This design comes from an exercise in tuning for small area, a short achievable clock period and few clock cycles per item on the open sky130 flow, not from production work. RTL that was checked went through simulation tests only; none was proved equivalent to the original. Power is estimated from default activity; no workload was simulated.

== gamma ==
Design simple_cpu_top, start of the top module:
module simple_cpu_top #(
    parameter BIT_WIDTH = 16,
    parameter PROGRAM_FILE = "program.mem"
)(
    input wire clk,
    input wire rst_n,
    input wire start,
    input wire [BIT_WIDTH-1:0] operand_a,
    input wire [BIT_WIDTH-1:0] operand_b,
    output wire [BIT_WIDTH-1:0] result,
    output wire done
);
For scale: about 17 flip-flops, about 3800 µm² of cells after synthesis.
export LEC_CHECK = 0
export CAP_MARGIN = 20
export CORE_MARGIN = 2
export CORE_UTILIZATION = 40
export SLEW_MARGIN = 20
export SYNTH_HIERARCHICAL = 1
export SYNTH_MINIMUM_KEEP_SIZE = 0
create_clock -name core_clock -period 5.0 [get_ports {clk}]
run.sh (not shown) runs the stock make flow with config.mk's settings and CLKGATE_MAP_FILE= SYNTH_SCRIPT=/design/flow/synth_recipe.tcl, a recipe that flattens the netlist after the stock synthesis.
STATUS run=gamma STAGES=ALL_DONE FINAL_CHECKS=FAILED CAUSE=setup timing
Changes in delta relative to gamma:
diff --git a/flow/design.v b/flow/design.v
--- a/flow/design.v
+++ b/flow/design.v
@@ -393,37 +393,52 @@
     mul_ao u111 (.g(w360), .p(w359), .ci(w379), .co(w380));
     wire w381;
     mul_ao u112 (.g(w362), .p(w361), .ci(w380), .co(w381));
     wire w382;
     mul_ao u113 (.g(w364), .p(w363), .ci(w381), .co(w382));
     wire w383;
-    mul_ao u114 (.g(w366), .p(w365), .ci(w382), .co(w383));
-    wire w384;
-    mul_ao u115 (.g(w368), .p(w367), .ci(w383), .co(w384));
+    mul_ao u114 (.g(w368), .p(w367), .ci(w366), .co(w383));
+    wire w384 = w367 & w365;
     wire w385;
-    mul_ao u116 (.g(w370), .p(w369), .ci(w384), .co(w385));
-    wire w386;
-    mul_ao u117 (.g(w372), .p(w371), .ci(w385), .co(w386));
+    mul_ao u115 (.g(w372), .p(w371), .ci(w370), .co(w385));
+    wire w386 = w371 & w369;
     wire w387;
-    mul_ao u118 (.g(w374), .p(w373), .ci(w386), .co(w387));
+    mul_ao u116 (.g(w370), .p(w369), .ci(w383), .co(w387));
+    wire w388 = w369 & w384;
+    wire w389;
+    mul_ao u117 (.g(w385), .p(w386), .ci(w383), .co(w389));
+    wire w390 = w386 & w384;
+    wire w391;
+    mul_ao u118 (.g(w374), .p(w373), .ci(w389), .co(w391));
+    wire w392 = w373 & w390;
+    wire w393;
+    mul_ao u119 (.g(w366), .p(w365), .ci(w382), .co(w393));
+    wire w394;
+    mul_ao u120 (.g(w383), .p(w384), .ci(w382), .co(w394));
+    wire w395;
+    mul_ao u121 (.g(w387), .p(w388), .ci(w382), .co(w395));
+    wire w396;
+    mul_ao u122 (.g(w389), .p(w390), .ci(w382), .co(w396));
+    wire w397;
+    mul_ao u123 (.g(w391), .p(w392), .ci(w382), .co(w397));
     assign p[0] = w1 ^ 1'b0;
     assign p[1] = w347 ^ 1'b0;
     assign p[2] = w349 ^ w348;
     assign p[3] = w351 ^ w375;
     assign p[4] = w353 ^ w376;
     assign p[5] = w355 ^ w377;
     assign p[6] = w357 ^ w378;
     assign p[7] = w359 ^ w379;
     assign p[8] = w361 ^ w380;
     assign p[9] = w363 ^ w381;
     assign p[10] = w365 ^ w382;
-    assign p[11] = w367 ^ w383;
-    assign p[12] = w369 ^ w384;
-    assign p[13] = w371 ^ w385;
-    assign p[14] = w373 ^ w386;
-    assign p[15] = w346 ^ w387;
+    assign p[11] = w367 ^ w393;
+    assign p[12] = w369 ^ w394;
+    assign p[13] = w371 ^ w395;
+    assign p[14] = w373 ^ w396;
+    assign p[15] = w346 ^ w397;
 endmodule
 module mul_fa (
     input wire x, y, z,
     output wire s, c
 );
     assign s = x ^ y ^ z;
==> comparison <==
Half-perimeter wire length after placement is higher on delta. Ran to the end and failed final checks on setup timing: delta. delta reports a higher overall die area than gamma does. delta vs gamma on non-clock buffer count: delta is the higher one. [compare] base=gamma new=delta: cell area after placement climbed 2.4%, register fraction of the total cell area comparable.
No run of this note included a check of the RTL's function; only the layout flow was run.

========
Another version of the RTL of simple_cpu_top (not shown whole).
Size in the first run: roughly 340 cells after synthesis, roughly 17 flip-flops, ~52 I/O pins, about 3600 µm² of cells after synthesis.
Design simple_cpu_top, start of the top module:
module simple_cpu_top #(
    parameter BIT_WIDTH = 16,
    parameter PROGRAM_FILE = "program.mem"
)(
    input wire clk,
    input wire rst_n,
    input wire start,
    input wire [BIT_WIDTH-1:0] operand_a,
    input wire [BIT_WIDTH-1:0] operand_b,
    output wire [BIT_WIDTH-1:0] result,
    output wire done
);
    wire [BIT_WIDTH-1:0] product;
    simple_datapath #(.BIT_WIDTH(BIT_WIDTH)) datapath (
        .a(operand_a), .b(operand_b), .p(product)
    );
    simple_control control (
        .clk(clk), .rst_n(rst_n), .start(start), .done(done)
    );
    reg [BIT_WIDTH-1:0] result_r;
    always @(posedge clk)
        if (start) result_r <= product;
    assign result = result_r;
endmodule
==> flow/config.mk <==
export PLATFORM = sky130hd
export DESIGN_NAME = simple_cpu_top
export DESIGN_NICKNAME = simple_cpu_top
export VERILOG_FILES = /design/flow/design.v
export SDC_FILE = /design/flow/constraint.sdc
export NUM_CORES = 4
export LEC_CHECK = 0
export CAP_MARGIN = 20
export CORE_MARGIN = 2
export CORE_UTILIZATION = 40
export CTS_BUF_LIST = sky130_fd_sc_hd__clkbuf_4
export GPL_TIMING_DRIVEN = 0
export SLEW_MARGIN = 20
export SYNTH_HIERARCHICAL = 1
export SYNTH_MINIMUM_KEEP_SIZE = 0
==> flow/constraint.sdc <==
create_clock -name core_clock -period 5.0 [get_ports {clk}]
set_input_delay 1.0000 -clock core_clock [delete_from_list [all_inputs] [get_ports {clk}]]
set_output_delay 1.0000 -clock core_clock [all_outputs]
set_load 0.01 [all_outputs]
standard.sh (not shown) runs the stock make flow with config.mk's settings and CLKGATE_MAP_FILE= SYNTH_SCRIPT=/design/flow/synth_recipe.tcl, a recipe that flattens the netlist after the stock synthesis.
==> flow/flow/run.sh <==
#!/bin/bash
# The standard layout with: port buffers made from buf_2 cells (ORFS's
# default picks a delay buffer, clkdlybuf4s50_1), then reduced to buf_1 for
# the output ports and the lightly loaded input ports (flow/outbuf.tcl); the
# buffers that synthesis (ABC) inserted removed at
# floorplan, leaving buffering to the resizer, which sees the placement; and
# ORFS's power recovery after global routing, which downsizes gates off the
# critical paths.
set -euo pipefail
bash standard.sh "BUFFER_PORTS_ARGS=-buffer_cell sky130_fd_sc_hd__buf_2" "POST_GLOBAL_PLACE_TCL=$(pwd)/flow/outbuf.tcl" REMOVE_ABC_BUFFERS=1 RECOVER_POWER=100 finish > standard_run.log 2>&1
==> flow/flow/outbuf.tcl <==
# After global placement: the output-port buffers drive only the port's fixed
# load and have plenty of slack, so use the smallest buffer for them; so also
# for input-port buffers with few loads (the resizer upsizes any that need it).
foreach inst [get_cells output*] {
  replace_cell $inst sky130_fd_sc_hd__buf_1
}
foreach inst [get_cells input*] {
  set pin [get_pins -of_objects $inst -filter "direction == output"]
  set net [get_nets -of_objects $pin]
  set nload [llength [get_pins -of_objects $net -filter "direction == input"]]
  if {$nload <= 4} {
    replace_cell $inst sky130_fd_sc_hd__buf_1
  }
}
Testbench counts at the start, summed over its fixed seeds: cycles 384, items 384.
Next try:
--- a/flow/design.v
+++ b/flow/design.v
@@ -184,14 +184,14 @@
     mul_fa u23 (.x(w83), .y(w92), .z(w158), .s(w171), .c(w172));
     wire w173, w174;
     mul_fa u24 (.x(w160), .y(w167), .z(w169), .s(w173), .c(w174));
     wire w175, w176;
     mul_fa u25 (.x(w162), .y(w171), .z(w173), .s(w175), .c(w176));
     wire w177, w178;
-    mul_xn u26 (.x(w164), .y(w166), .s(w177));
-    mul_or u27 (.x(w164), .y(w166), .c(w178));
+    mul_xn u26 (.x(w166), .y(w164), .s(w177));
+    mul_or u27 (.x(w166), .y(w164), .c(w178));
     wire w179, w180;
     mul_fa u28 (.x(w101), .y(w24), .z(w38), .s(w179), .c(w180));
     wire w181, w182;
     mul_fa u29 (.x(w51), .y(w63), .z(w74), .s(w181), .c(w182));
     wire w183, w184;
     mul_fa u30 (.x(w84), .y(w9), .z(w93), .s(w183), .c(w184));
What happened:
- The changed run finished with timing, DRC and antenna clean
- cell count does not change
- design area is about the same
- critical path depth falls by 4
- global-route usage came out higher by 0.12 points
- routed wire length fell by about 3%
- clock power rises by about 1%
- via count climbs by about 2%
- clock skew does not change
- worst setup slack is worse by 55 ps
- maximum frequency shrinks by about 1.1%
- total power came out lower by about 0.4%
- non-clock buffer count stays the same
The RTL of the second run of this note was laid out without a check of its function.

afterwards: timing with drivers on the ports:
In the flow no input, the clock included, has a driving cell. The finished layouts below were timed again as built, in two steps.
Step 1 assumes that a clkbuf_16 drives the clock port and a buf_2 every other input.
Step 2 times the ports against the registers' clock, not the clock port: input delays grow and output delays shrink by t, the midpoint of the rising clock arrivals with the driver on.
a / b / c = ideal / step 1 / step 2; a / b = the first two.
run	shift t [ns]	slack for setup (ns)	hold WS [ns]
gamma	0.287	-0.539 / -0.547 / -0.835	0.473 / 0.473 / 0.473
delta	0.278	-0.738 / -0.750 / -1.027	0.466 / 0.466 / 0.466
the first run of note 2	0.311	0.174 / 0.170 / -0.142	0.455 / 0.452 / 0.471
the second run of note 2	0.325	0.119 / 0.122 / -0.203	0.443 / 0.444 / 0.473
Met with ideal ports but missed after step 2: setup timing in the first run of note 2 and the second run of note 2. The setup slack of the second run of note 2, which loses most, moves by +0.003 ns with the drivers and by -0.322 ns with both steps.
